From an optimization exercise on the open Yosys and OpenROAD flow, aimed at small area, a short achievable clock period and few clock cycles; shortcuts taken in it are not production practice.
At most, simulation tests tie the RTL to the original design; equivalence was not proved.

Setup of the baseline:
==> flow/design.v (excerpt) <==
module mat_trans (
    input clk,
    input rstn,
    input in_req,
    input in_vld,
    input out_ack,
    input wire [31:0] in_data,
    output in_ack,
    output reg out_req,
    output reg out_vld,
    output reg [31:0] out_data
);
reg in_ack_q;
reg fr_on;           
reg fr_in;           
reg fr_out;          
reg st_full;         
reg mode;
reg [5:0] c;         
reg c0_q, c63_q;     
reg o_on;            
reg [5:0] o_n;       
reg [3:0] lead;      
reg can_q;           
reg fl_q;            
reg [7:0] en_in;     
reg [7:0] en_fl;     
reg [7:0] osel;      
assign in_ack = in_ack_q;
wire in_grant  = in_req & in_ack_q;
wire out_grant = out_req & out_ack;
wire ld      = o_on & fr_on & fr_out & can_q;
wire ld_g    = out_grant & fr_on & fr_out & c0_q & !o_on;
wire step    = (in_vld & fr_in) | fl_q;
wire fr_last = step & c63_q;
wire open    = (fr_last | !fr_on) & (st_full | in_grant);
wire o_last  = (o_n == 6'd63);
reg fr_on_n, fr_in_n, fr_out_n, st_full_n, mode_n, pend_n, o_on_n, fl_n, can_n;
reg c0_n, c63_n;
reg [5:0] c_n, o_n_n;
reg [3:0] lead_n;
always @(*) begin
  ...
Size: ~2,100 flip-flops, ~72 I/O pins, about 66,000 sq um of cells after synthesis.
export LEC_CHECK = 0
export ABC_CLOCK_PERIOD_IN_PS = 2500
export CAP_MARGIN = 20
export CORE_MARGIN = 2
export CORE_UTILIZATION = 75
export CTS_CLUSTER_SIZE = 30
export PLACE_DENSITY = 0.85
export SETUP_SLACK_MARGIN = 3.5
export SLEW_MARGIN = 20
create_clock -name core_clock -period 6.0 [get_ports {clk}]
run.sh (not shown) runs the stock make flow with config.mk's settings and CLKGATE_MAP_FILE= SYNTH_SCRIPT=/design/flow/synth_recipe.tcl, a recipe that flattens the netlist after the stock synthesis.
The baseline | ERROR | 4_1_cts
The following lists how the candidate was set up differently from the baseline:
Settings: removing ABC_CLOCK_PERIOD_IN_PS (formerly 2500); changing CORE_UTILIZATION from 75 to 40; changing PLACE_DENSITY from 0.85 to 0.6; removing CTS_CLUSTER_SIZE (formerly 30).
## What came out
The candidate reached the final stage; the timing, DRC and antenna checks on its layout passed.
The candidate vs. the baseline: total CTS buffers went up by about 4%.
The baseline → the candidate: synthesized area stayed essentially flat; row count rose by 41; final weighted congestion in routability-driven placement fell by 5.1%.
Function was not checked in any run of this note: the RTL went through the layout flow alone.

The RTL this note starts from:
==> flow/design.v <==
module spram (
    input clk,
    input en,
    input hold,
    input wire [31:0] din,
    output wire [31:0] dout
);
reg [31:0] w [0:7];
integer i;
always @(posedge clk) begin
    for (i = 0; i < 7; i = i + 1)
        w[i] <= ~((w[i] | {32{en}}) & (w[i+1] | {32{hold}}));
    w[7] <= ~((w[7] | {32{en}}) & (din | {32{hold}}));
end
assign dout = w[0];
endmodule
module mat_trans (
    input clk,
    input rstn,
    input in_req,
    input in_vld,
    input out_ack,
    input wire [31:0] in_data,
    output in_ack,
    output reg out_req,
    output reg out_vld,
    output reg [31:0] out_data
);
reg vq;
reg [31:0] dq;
reg in_ack_q;
reg fr_on;           
reg fr_in;           
reg fr_out;          
reg st_full;         
reg mode;
reg [5:0] c;         
reg c0_q, c63_q;     
reg [7:0] sel;       
reg o_on;            
reg [5:0] o_n;       
reg [7:0] osel;      
reg [7:0] lt;        
reg can_q;           
reg fl_q;            
reg [7:0] en_q;      
reg [7:0] hd_q;      
reg [3:0] par_i;
reg [3:0] par_o;
assign in_ack = in_ack_q;
wire in_grant  = in_req & in_ack_q;
wire out_grant = out_req & out_ack;
wire ld      = o_on & fr_on & fr_out & can_q;
wire ld_g    = out_grant & fr_on & fr_out & c0_q & !o_on;
wire step    = (vq & fr_in) | fl_q;
wire fr_last = step & c63_q;
wire open    = (fr_last | !fr_on) & (st_full | in_grant);
wire o_last  = (o_n == 6'd63);
wire [7:0] sel_inc  = (mode | (c[2:0] == 3'd7)) ? {sel[6:0], sel[7]} : sel;
wire [7:0] osel_inc = (mode | (o_n[2:0] == 3'd7)) ? {osel[6:0], osel[7]} : osel;
wire c62 = (c == 6'd62);
wire fr_on_n   = open | (fr_on & !fr_last);
wire fr_in_n   = open ? in_grant : (fr_in | in_grant);
wire fr_out_n  = open ? st_full : (fr_out & !(ld & o_last));
wire st_full_n = open ? in_grant : (st_full | in_grant);
wire mode_n    = mode ^ open;
wire [5:0] c_n = open ? 6'd0 : (step ? c + 6'd1 : c);
wire c0_n      = open | (c0_q & !step);
wire c63_n     = !open & (step ? c62 : c63_q);
wire [7:0] sel_n = open ? 8'd1 : (step ? sel_inc : sel);
wire in_last   = in_vld & fr_in & c63_n;
wire pend_n    = in_last | (out_req & !out_grant);
wire o_on_n    = out_grant | (o_on & !(ld & o_last));
wire [5:0] o_n_n = out_grant ? {5'd0, ld_g} : (ld ? o_n + 6'd1 : o_n);
wire [7:0] osel_n = open ? 8'd1 :
                    out_grant ? ((ld_g & mode) ? 8'd2 : 8'd1) :
                    ld ? osel_inc : osel;
wire on_low0_n = out_grant ? !ld_g : (ld ? (o_n[2:0] == 3'd7) : (o_n[2:0] == 3'd0));
wire [7:0] lt_n = (open | out_grant) ? {7'd0, ld_g} :
                  (ld & !step) ? {lt[6:0], 1'b1} :
                  (step & !ld) ? {1'b0, lt[7:1]} : lt;
wire can_n = mode_n ? !lt_n[7] : (!lt_n[0] | on_low0_n);
wire [7:0] lt_f = out_grant ? {7'd0, ld_g} :
                  (ld & !fl_q) ? {lt[6:0], 1'b1} :
                  (fl_q & !ld) ? {1'b0, lt[7:1]} : lt;
wire fl_n = fr_on & !fr_in & !in_grant & !(fl_q & c63_q) &
            (fl_q | (o_on_n & fr_out_n & (mode ? lt_f[7] : lt_f[0])));
always @(posedge clk or negedge rstn) begin
    if (!rstn) begin
        fr_on <= 1'b0; fr_in <= 1'b0; fr_out <= 1'b0; st_full <= 1'b0;
        mode <= 1'b0; c <= 6'd0; c0_q <= 1'b1; c63_q <= 1'b0; sel <= 8'd1;
        out_req <= 1'b0; in_ack_q <= 1'b0;
        o_on <= 1'b0; o_n <= 6'd0; osel <= 8'd1; lt <= 8'd0; can_q <= 1'b0;
        out_vld <= 1'b0; fl_q <= 1'b0; en_q <= 8'd0; hd_q <= 8'hff;
        par_i <= 4'd0; par_o <= 4'd0; vq <= 1'b0;
    end else begin
        fr_on <= fr_on_n; fr_in <= fr_in_n; fr_out <= fr_out_n;
        st_full <= st_full_n; mode <= mode_n; c <= c_n;
        c0_q <= c0_n; c63_q <= c63_n; sel <= sel_n;
        out_req <= pend_n;
        in_ack_q <= !pend_n & (!fr_on_n | (!fr_in_n & c0_n & !fl_n));
        o_on <= o_on_n; o_n <= o_n_n; osel <= osel_n; lt <= lt_n; can_q <= can_n;
        out_vld <= ld | ld_g;
        fl_q <= fl_n;
        vq <= in_vld;
        en_q <= sel_n & {8{(in_vld & fr_on_n & fr_in_n) | fl_n}};
        hd_q <= ~(sel_n & {8{(in_vld & fr_on_n & fr_in_n) | fl_n}});
        par_i <= ~par_i;
        par_o <= ~par_o;
    end
end
always @(posedge clk) dq <= in_data;
wire [31:0] head [0:7];
genvar k;
generate for (k = 0; k < 8; k = k + 1) begin : g_ch
    spram u_ch (.clk(clk), .en(en_q[k]), .hold(hd_q[k]), .din(dq ^ {{8{par_i[3]}}, {8{par_i[2]}}, {8{par_i[1]}}, {8{par_i[0]}}}), .dout(head[k]));
end endgenerate
reg [31:0] omux;
integer j;
always @(*) begin
    omux = 32'd0;
    for (j = 0; j < 8; j = j + 1) omux = omux | (head[j] & {32{osel[j]}});
end
always @(posedge clk) out_data <= omux ^ {{8{par_o[3]}}, {8{par_o[2]}}, {8{par_o[1]}}, {8{par_o[0]}}};
endmodule
==> flow/config.mk <==
export PLATFORM = sky130hd
export DESIGN_NAME = mat_trans
export DESIGN_NICKNAME = mat_trans
export VERILOG_FILES = /design/flow/design.v
export SDC_FILE = /design/flow/constraint.sdc
export NUM_CORES = 4
export LEC_CHECK = 0
export ABC_CLOCK_PERIOD_IN_PS = 2000
export CAP_MARGIN = 20
export CORE_MARGIN = 2
export CORE_UTILIZATION = 71
export CTS_CLUSTER_DIAMETER = 80
export CTS_CLUSTER_SIZE = 30
export PLACE_DENSITY = 0.81
export SETUP_SLACK_MARGIN = 3.9
export SLEW_MARGIN = 20
==> flow/constraint.sdc <==
create_clock -name core_clock -period 6.0 [get_ports {clk}]
set_input_delay 1.2000 -clock core_clock [delete_from_list [all_inputs] [get_ports {clk}]]
set_output_delay 1.2000 -clock core_clock [all_outputs]
set_load 0.01 [all_outputs]
Testbench counts at the start, summed over its fixed seeds: cycles 21,960.
Rerun with:
CAP_MARGIN = 10   (was 20)
CORE_UTILIZATION = 70   (was 71)
CTS_CLUSTER_DIAMETER = 75   (was 80)
CTS_CLUSTER_SIZE = 28   (was 30)
PLACE_DENSITY = 0.8   (was 0.81)
SETUP_SLACK_MARGIN = 3.8   (was 3.9)
SLEW_MARGIN = 10   (was 20)
Result:
- The changed run finished clean
- routed wire length came out lower by a few percent
- die area came out higher slightly
- worst setup slack improved by 0.052 ns
- non-clock buffer count came out lower by 31
- fmax came out higher by a few percent
- first-iteration DRC count came out lower by a quarter to a third
- synthesized area stays the same
- cell area came out lower slightly
- core utilization came out lower by 0.96 points
- register-to-register slack got worse by 0.09 ns
Rerun with:
CAP_MARGIN = 20   (was 10)
CORE_UTILIZATION = 68   (was 70)
CTS_CLUSTER_DIAMETER = 80   (was 75)
CTS_CLUSTER_SIZE = 30   (was 28)
SLEW_MARGIN = 20   (was 10)
=> The new run finished with timing, DRC and antenna clean; worst hold slack is about the same; cell area is about the same; maximum frequency shrinks by 1.2%; global-route usage decreases by 1.6 points; synthesized area stays the same; final cell count rises by about 0.5%.
Rerun with:
CORE_UTILIZATION = 70   (was 68)
Outcome:
- The changed run completed with no timing, DRC or antenna violations
- register-to-register slack got worse by 0.09 ns
- worst setup slack gains 0.037 ns
- global-route usage went up by 1.3 points

## separate check: timing with driven ports
No port has a modelled driver above. Below, the same layouts with a new extraction and two added sets of constraints.
Step 1, drivers: a clkbuf_16 drives clk and a buf_2 each remaining input, both assumed.
Step 2 moves the port delays by t, midway between the first and last clock arrival at a register: inputs arrive t later, outputs are due t later. That takes back most of the time a late clock gives input paths.
Three values: ideal ports, drivers, drivers and shift; two values: the first two.
| run | shift t [ns] | setup WS [ns] | worst setup path after step 2 | worst data-port slew with drivers (ns) |
|---|---|---|---|---|
| the candidate | 0.859 | 3.271 / 3.284 / 2.425 | input to register | 0.15 |
| the first run of note 2 | 0.734 | 3.550 / 3.480 / 3.225 | input to register | 0.04 |
| the second run of note 2 | 0.726 | 3.602 / 3.537 / 3.105 | input to register | 0.05 |
| the third run of note 2 | 0.738 | 3.572 / 3.502 / 3.184 | input to register | 0.04 |
| the fourth run of note 2 | 0.722 | 3.609 / 3.546 / 3.092 | input to register | 0.04 |
After both steps setup and hold are still met in every run listed. The setup slack of the candidate, which loses most, moves by +0.013 ns with the drivers and by -0.846 ns with both steps.
